Context: an optimization exercise on an open-source flow, tuned for small area. The choices shown serve that exercise and are no tape-out recipe. Only simulation tests tie the RTL to the original design; equivalence was not proved. The clock port is modelled as an ideal driver, which makes a skipped or thinned clock tree look cheaper than it is; a real chip needs a root buffer or a tree. Power and IR drop assume default switching activity.

v20:
==> flow/design.v (excerpt) <==
module todoPID(clk,rst,yactual,referencia,ena2,PWMin);
input clk,rst;
input [8:0]yactual,referencia;
output reg ena2;
output reg [17:0]PWMin;
reg [5:0]  L;
reg [8:0]  H;
reg [17:0] J;       
reg [8:0]  yp;      
wire w = ena2;
wire k8  = ~w & L[3] & ~L[2] & ~L[1] & ~L[0];
wire k12 = ~w & L[3] &  L[2] & ~L[1] & ~L[0];
wire k13 = ~w & L[3] &  L[2] & ~L[1] &  L[0];
wire k16 = ~w & L[4] & ~L[1] & ~L[0];
wire k18 = ~w & L[4] &  L[1];
wire last = w & H[8] & H[7] & H[2] & H[1] & L[5] & L[3] & L[0];  
wire [5:0] Ln;
rca #(6) incl(L, 6'd0, 1'b1, Ln);
wire [8:0] Hn;
rca #(9) inch(H, 9'd0, w & (&L), Hn);
wire [8:0] dx;
rca #(9) sub(k8 ? referencia : yp, ~yactual, k8, dx);
wire [8:0] e = dx & {9{k8}};    
wire [8:0] nd = dx;
wire [17:0] ca = {{6{e[8]}},e,3'b0};
wire [17:0] cb = ~{{9{e[8]}},e};
wire [17:0] cs = J ^ ca ^ cb;
wire [17:0] cc = (J & ca) | (cb & (J ^ ca));
wire [17:0] je;
rca #(18) add_j(cs, {cc[16:0],1'b1}, 1'b0, je);
wire [16:0] Jh = J[17:1];
wire [16:0] pwh;
  ...
Size: about 350 cells after synthesis, about 39 I/O pins.
Settings: LEC_CHECK=0, CAP_MARGIN=20, CORE_MARGIN=2, CORE_UTILIZATION=70, GPL_TIMING_DRIVEN=0, SLEW_MARGIN=20; clock period 10.0 ns.
standard.sh (not shown) runs the stock make flow with config.mk's settings and CLKGATE_MAP_FILE= SYNTH_SCRIPT=/design/flow/synth_recipe.tcl, a recipe that flattens the netlist after the stock synthesis.
==> flow/flow/run.sh <==
#!/bin/bash
# Own layout flow: the standard synthesis; then the full adders are used in
# the polarity that needs fewer inverters (flow/fixpol.py) and the plain logic
# around them is re-mapped with ABC (flow/reabc.tcl), twice; then the standard flow's
# standard layout steps, with buf_1 port buffers and a one-level clock tree
# (flow/cts_manual.tcl: the flip-flops split into a few groups by location, one
# clock buffer per group, driven from the clock port).
set -euo pipefail
R=orfs/results/$FLOW_PLATFORM/todoPID/base
export PRE_CTS_TCL="$PWD/flow/cts_manual.tcl"
export MANUAL_CTS_PORT=clk MANUAL_CTS_GROUPS=${MANUAL_CTS_GROUPS:-4} MANUAL_CTS_BUF=${MANUAL_CTS_BUF:-sky130_fd_sc_hd__clkbuf_8}
export BUFFER_PORTS_ARGS="-buffer_cell sky130_fd_sc_hd__buf_1"
bash standard.sh synth > synth.log 2>&1
cp $R/1_2_yosys.v synth_standard.v
YOSYS=yosys
[ -x "$FLOW_HOME/../tools/install/yosys/bin/yosys" ] && YOSYS="$FLOW_HOME/../tools/install/yosys/bin/yosys"
export LIB="$FLOW_HOME/platforms/$FLOW_PLATFORM/lib/sky130_fd_sc_hd__tt_025C_1v80.lib"
export NETLIST="$PWD/$R/1_2_yosys.v"
export DELAY_PS=$(python3 -c "print(int(round(float('$FLOW_PERIOD_NS') * 1000)))")
export DONT_USE="$(make -s -C "$FLOW_HOME" DESIGN_CONFIG="$PWD/config.mk" WORK_HOME="$PWD/orfs" print-DONT_USE_CELLS 2>/dev/null | sed 's/^DONT_USE_CELLS[:=] *//' | tail -1)"
echo "DONT_USE: $DONT_USE" > reabc.log
for pass in 1 2; do
  python3 flow/fixpol.py "$NETLIST" >> fixpol.log 2>&1
  "$YOSYS" -c flow/reabc.tcl >> reabc.log 2>&1
done
cp $R/1_2_yosys.v synth_final.v
rm -f $R/1_synth.odb
bash standard.sh finish > layout.log 2>&1
==> flow/flow/reabc.tcl <==
# Re-map the plain logic of the synthesized netlist with ABC, keeping the
# full/half adders and the flip-flops (and so every register name) as they are.
yosys read_liberty -ignore_miss_func $::env(LIB)
yosys read_verilog $::env(NETLIST)
yosys hierarchy -top $::env(FLOW_TOP)
yosys setattr -mod -set blackbox 1 sky130_fd_sc_hd__fa_* sky130_fd_sc_hd__ha_* sky130_fd_sc_hd__df* sky130_fd_sc_hd__edf* sky130_fd_sc_hd__sdf* sky130_fd_sc_hd__conb_*
yosys flatten
yosys opt -purge
set du {}
foreach c $::env(DONT_USE) { lappend du -dont_use $c }
yosys abc -liberty $::env(LIB) {*}$du -script "+strash;dch,-f;amap;topo"
yosys opt_clean -purge
yosys stat -liberty $::env(LIB)
yosys write_verilog -noattr -nohex -nodec $::env(NETLIST)
Other scripts of this flow, unchanged in this note and not shown: flow/flow/cts_manual.tcl, flow/flow/fixpol.py
Inputs modified between v20 and v44:
-- flow/flow/reabc.tcl --
<<< v20, line 10
foreach c $::env(DONT_USE) { lappend du -dont_use $c }
yosys abc -liberty $::env(LIB) {*}$du -script "+strash;dch,-f;amap;topo"
yosys opt_clean -purge
>>> v44, line 10
foreach c $::env(DONT_USE) { lappend du -dont_use $c }
yosys abc -liberty $::env(LIB) {*}$du -D $::env(DELAY_PS)
yosys opt_clean -purge
Results
- Compared to v20, v44 leaves more free space in the core.
- When v44 is measured against v20, its layout inverter count without the clock tree turns out 13 lower.
- | worst setup slack | lower: v20 |
- Number of diodes: v44 vs v20 identical
- Between v20 and v44, number of instances in the synthesized netlist is lower for v20, v44 comes in above that.
- On post-route cell area, the lower figure sits with v20, not v44.
- Looking only at number of cells on the critical path, and setting everything else aside, the higher value of v20 and v44 goes to v44.
- Compared with v20, v44 shows power lower by about 4%.
- Status: wire length the detailed router placed on met1 parity (v44, v20)
- Number of well-tap cells placed was higher in v44 than in v20.
[inputs] v5 vs v44
# v44
export LEC_CHECK = 0
export CAP_MARGIN = 20
export CORE_MARGIN = 2
export CORE_UTILIZATION = 70
export GPL_TIMING_DRIVEN = 0
export SLEW_MARGIN = 20
create_clock -name core_clock -period 10.0 [get_ports {clk}]
# v5
export LEC_CHECK = 0
export CAP_MARGIN = 0
export CORE_MARGIN = 2
export CORE_UTILIZATION = 70
export GPL_TIMING_DRIVEN = 0
export SLEW_MARGIN = 0
create_clock -name core_clock -period 10.0 [get_ports {clk}]
-- flow/flow/run.sh --
<<< v44, line 3
# the polarity that needs fewer inverters (flow/fixpol.py) and the plain logic
# around them is re-mapped with ABC (flow/reabc.tcl), twice; then the standard flow's
# standard layout steps, with buf_1 port buffers and a one-level clock tree
>>> v5, line 3
# the polarity that needs fewer inverters (flow/fixpol.py) and the plain logic
# around them is re-mapped with ABC for area (flow/reabc.tcl), twice; then the standard flow's
# standard layout steps, with buf_1 port buffers and a one-level clock tree
-- flow/flow/reabc.tcl --
<<< v44, line 10
foreach c $::env(DONT_USE) { lappend du -dont_use $c }
yosys abc -liberty $::env(LIB) {*}$du -D $::env(DELAY_PS)
yosys opt_clean -purge
>>> v5, line 10
foreach c $::env(DONT_USE) { lappend du -dont_use $c }
yosys abc -liberty $::env(LIB) {*}$du -D $::env(DELAY_PS) -script "+strash;dch,-f;amap;topo;stime,-c;buffer,-c;upsize,-c;dnsize,-c"
yosys opt_clean -purge
Findings:
Global-route usage: v5 < v44. The run showing the smaller met2 usage is v5. v5 vs v44, area growth from synthesis to final layout went down by 1.0 points. Changes observed in v5 relative to v44: worst hold path cell count went down; final net count went down; synthesized area went down.
In every run of this note, the design's own scripts or RTL, not TritonCTS, make the clock network.

[re-timing with driven ports]
In the flow no input, the clock included, has a driving cell. The finished layouts below were timed again as built, in two steps.
Step 1 sets driving cells, clkbuf_16 on the clock port and buf_2 on the other inputs (assumed; they add their load-dependent delay and slew).
Step 2 moves the port delays by t, midway between the first and last clock arrival at a register: inputs arrive t later, outputs are due t later. That takes back most of the time a late clock gives input paths.
Three values: ideal, step 1, step 2; two values: the first two.
| run | t, ns | setup slack, ns | hold slack, ns |
|---|---|---|---|
| v20 | 0.217 | 0.276 / 0.313 / 0.096 | 0.504 / 0.504 / 0.504 |
| v44 | 0.221 | 0.280 / 0.308 / 0.087 | 0.455 / 0.455 / 0.455 |
| v5 | 0.214 | 0.376 / 0.412 / 0.197 | 0.486 / 0.486 / 0.486 |
After both steps every run listed still meets setup and hold. The setup slack of v44, which loses most, moves by +0.028 ns with the drivers and by -0.193 ns with both steps.
